This design comes from an exercise in tuning for small area and a short achievable clock period on the open sky130 flow, not from production work.
Where RTL was checked, it was by simulation tests only, not by an equivalence proof against the original.
Power figures rest on the tool's default switching activity, not on a simulated workload.

==> flow/design.v <==
module mux_inv (
    input  wire a,
    input  wire b,
    input  wire s,
    input  wire sn,
    output wire y
);
    assign y = ~((a | s) & (b | sn));
endmodule
module mux_buf (
    input  wire a,
    input  wire b,
    input  wire s,
    input  wire sn,
    output wire y
);
    assign y = (a | s) & (b | sn);
endmodule
module nor2_cell (
    input  wire a,
    input  wire b,
    output wire y
);
    assign y = ~(a | b);
endmodule
module or2_cell (
    input  wire a,
    input  wire b,
    output wire y
);
    assign y = a | b;
endmodule
module inv_cell (
    input  wire a,
    output wire y
);
    assign y = ~a;
endmodule
module shifter_io_wrapper #(
    parameter integer WIDTH = 32,
    parameter integer BLOCK = 16
)(
    input  wire             clk,
    input  wire             v_in,
    input  wire [1:0]       opcode,
    input  wire [4:0]       shamt,
    input  wire [31:0]      din,
    output reg  [31:0]      dout,
    output reg              v_out
);
    genvar i;
    wire [1:0] is_left, is_leftn;
    nor2_cell u_l0  (.a(opcode[1]), .b(opcode[0]), .y(is_left[0]));
    nor2_cell u_l1  (.a(opcode[1]), .b(opcode[0]), .y(is_left[1]));
    or2_cell  u_ln0 (.a(opcode[1]), .b(opcode[0]), .y(is_leftn[0]));
    or2_cell  u_ln1 (.a(opcode[1]), .b(opcode[0]), .y(is_leftn[1]));
    wire fill     = (opcode == 2'b10) & din[31];
    wire filln    = ~fill;
    wire [4:3] shn = ~shamt[4:3];
    wire [31:0] d1;    
    wire [31:0] d2;    
    wire [31:0] d3;    
    generate
        for (i = 0; i < 32; i = i + 1) begin : g_s1
            mux_inv u_rev (.a(din[i]), .b(din[31-i]), .s(is_left[i / 16]), .sn(is_leftn[i / 16]), .y(d1[i]));
            mux_inv u_16 (.a(d1[i]), .b(i + 16 < 32 ? d1[(i + 16) % 32] : filln),
                          .s(shamt[4]), .sn(shn[4]), .y(d2[i]));
            mux_inv u_8  (.a(d2[i]), .b(i + 8 < 32 ? d2[(i + 8) % 32] : fill),
                          .s(shamt[3]), .sn(shn[3]), .y(d3[i]));
        end
    endgenerate
    reg [31:0] m_datan;             
    reg [2:0]  m_sh, m_shn;
    reg        m_left, m_leftn;
    reg        m_fill, m_v;
    always @(posedge clk) begin
        m_datan <= d3;
        m_sh    <= shamt[2:0];
        m_shn   <= ~shamt[2:0];
        m_left  <= is_left[0];
        m_leftn <= is_leftn[0];
        m_fill  <= fill;
        m_v     <= v_in;
    end
    wire m_filln = ~m_fill;
    wire [31:0] e1;    
    wire [31:0] e2;    
    wire [31:0] e3;    
    wire [31:0] e4;    
    generate
        for (i = 0; i < 32; i = i + 1) begin : g_s2
            mux_inv u_4   (.a(m_datan[i]), .b(i + 4 < 32 ? m_datan[(i + 4) % 32] : m_filln),
                           .s(m_sh[2]), .sn(m_shn[2]), .y(e1[i]));
            mux_inv u_2   (.a(e1[i]), .b(i + 2 < 32 ? e1[(i + 2) % 32] : m_fill),
                           .s(m_sh[1]), .sn(m_shn[1]), .y(e2[i]));
            mux_inv u_1   (.a(e2[i]), .b(i + 1 < 32 ? e2[(i + 1) % 32] : m_filln),
                           .s(m_sh[0]), .sn(m_shn[0]), .y(e3[i]));
            mux_buf u_rev (.a(e3[i]), .b(e3[31-i]), .s(m_left), .sn(m_leftn), .y(e4[i]));
        end
    endgenerate
    always @(posedge clk) begin
        dout  <= e4;
        v_out <= m_v;
    end
endmodule
==> flow/config.mk <==
export PLATFORM = sky130hd
export DESIGN_NAME = shifter_io_wrapper
export DESIGN_NICKNAME = shifter_io_wrapper
export VERILOG_FILES = /design/flow/design.v
export SDC_FILE = /design/flow/constraint.sdc
export NUM_CORES = 4
export LEC_CHECK = 0
export CAP_MARGIN = 20
export CORE_MARGIN = 2
export CORE_UTILIZATION = 50
export SETUP_SLACK_MARGIN = 1.1
export SLEW_MARGIN = 20
export SYNTH_HIERARCHICAL = 1
==> flow/constraint.sdc <==
create_clock -name core_clock -period 2.5 [get_ports {clk}]
set_input_delay 0.5000 -clock core_clock [delete_from_list [all_inputs] [get_ports {clk}]]
set_output_delay 0.5000 -clock core_clock [all_outputs]
set_load 0.01 [all_outputs]
standard.sh (not shown) runs the stock make flow with config.mk's settings and CLKGATE_MAP_FILE= SYNTH_SCRIPT=/design/flow/synth_recipe.tcl, a recipe that flattens the netlist after the stock synthesis.
==> flow/flow/run.sh <==
#!/bin/bash
# Standard ORFS layout, with the port buffers made of the smallest buffer and
# a clock tree built without dummy balancing loads.
set -euo pipefail
bash standard.sh "BUFFER_PORTS_ARGS=-buffer_cell sky130_fd_sc_hd__buf_1" \
  "CTS_ARGS=-sink_clustering_enable -repair_clock_nets -dont_use_dummy_load -buf_list sky130_fd_sc_hd__clkbuf_4" finish > standard_flow.log 2>&1
The starting point completed with no timing, DRC or antenna violations.
Then changed:
--- a/flow/design.v
+++ b/flow/design.v
@@ -36,6 +36,12 @@
 );
     assign y = ~a;
 endmodule
+module wire_cell (
+    input  wire a,
+    output wire y
+);
+    assign y = a;
+endmodule
 module shifter_io_wrapper #(
     parameter integer WIDTH = 32,
     parameter integer BLOCK = 16
@@ -56,7 +62,7 @@
     or2_cell  u_ln1 (.a(opcode[1]), .b(opcode[0]), .y(is_leftn[1]));
     wire fill     = (opcode == 2'b10) & din[31];
     wire filln    = ~fill;
-    wire [4:3] shn = ~shamt[4:3];
+    wire [4:2] shn = ~shamt[4:2];
     wire [31:0] d1;    
     wire [31:0] d2;    
     wire [31:0] d3;    
@@ -69,14 +75,20 @@
                           .s(shamt[3]), .sn(shn[3]), .y(d3[i]));
         end
     endgenerate
+    wire sh2b, shn2b;
+    wire_cell u_sh2b  (.a(shamt[2]), .y(sh2b));
+    wire_cell u_shn2b (.a(shn[2]),   .y(shn2b));
     reg [31:0] m_datan;             
     reg [2:0]  m_sh, m_shn;
+    reg        m_sh2b, m_shn2b;     
     reg        m_left, m_leftn;
     reg        m_fill, m_v;
     always @(posedge clk) begin
         m_datan <= d3;
         m_sh    <= shamt[2:0];
         m_shn   <= ~shamt[2:0];
+        m_sh2b  <= sh2b;
+        m_shn2b <= shn2b;
         m_left  <= is_left[0];
         m_leftn <= is_leftn[0];
         m_fill  <= fill;
@@ -90,7 +102,7 @@
     generate
         for (i = 0; i < 32; i = i + 1) begin : g_s2
             mux_inv u_4   (.a(m_datan[i]), .b(i + 4 < 32 ? m_datan[(i + 4) % 32] : m_filln),
-                           .s(m_sh[2]), .sn(m_shn[2]), .y(e1[i]));
+                           .s(i < 16 ? m_sh[2] : m_sh2b), .sn(i < 16 ? m_shn[2] : m_shn2b), .y(e1[i]));
             mux_inv u_2   (.a(e1[i]), .b(i + 2 < 32 ? e1[(i + 2) % 32] : m_fill),
                            .s(m_sh[1]), .sn(m_shn[1]), .y(e2[i]));
             mux_inv u_1   (.a(e2[i]), .b(i + 1 < 32 ? e2[(i + 1) % 32] : m_filln),
What happened: Wire length came out lower by 13%. Power came out lower by 5.8%. Sequential share of layout area came out higher by 6.9 points. Final area came out lower by 14%. Worst setup slack is better by 0.087 ns. Final cell count came out lower by 0.83%. Worst hold slack is better by 0.016 ns. Fmax came out higher by 6.4%. Synthesized cell count came out higher by 1.3%. First-iteration DRC count came out higher by 20%.
For the first run of this note, only the layout was checked, not whether the RTL still works.

re-timing with driven ports:
Ports are ideal in the flow. The routed layouts listed here were re-timed in OpenROAD.
Step 1 assumes that a clkbuf_16 drives the clock port and a buf_2 every other input.
Step 2 also shifts input and output timing later by t, the mid clock arrival at the registers, as if the neighbouring blocks saw the same clock.
Three values: ideal ports, drivers, drivers and shift; two values: the first two.
run	t (ns)	setup slack, ns	slew at the worst register clock pin (ns)	pins driven straight from the clock port
the first run	0.432	1.043 / 1.043 / 0.796	0.12 / 0.12	1
the second run	0.424	1.130 / 1.119 / 0.778	0.11 / 0.11	1
After both steps setup and hold are still met in every run listed. For the second run, which loses most, drivers alone change the setup slack by -0.011 ns; drivers and shift together by -0.352 ns.
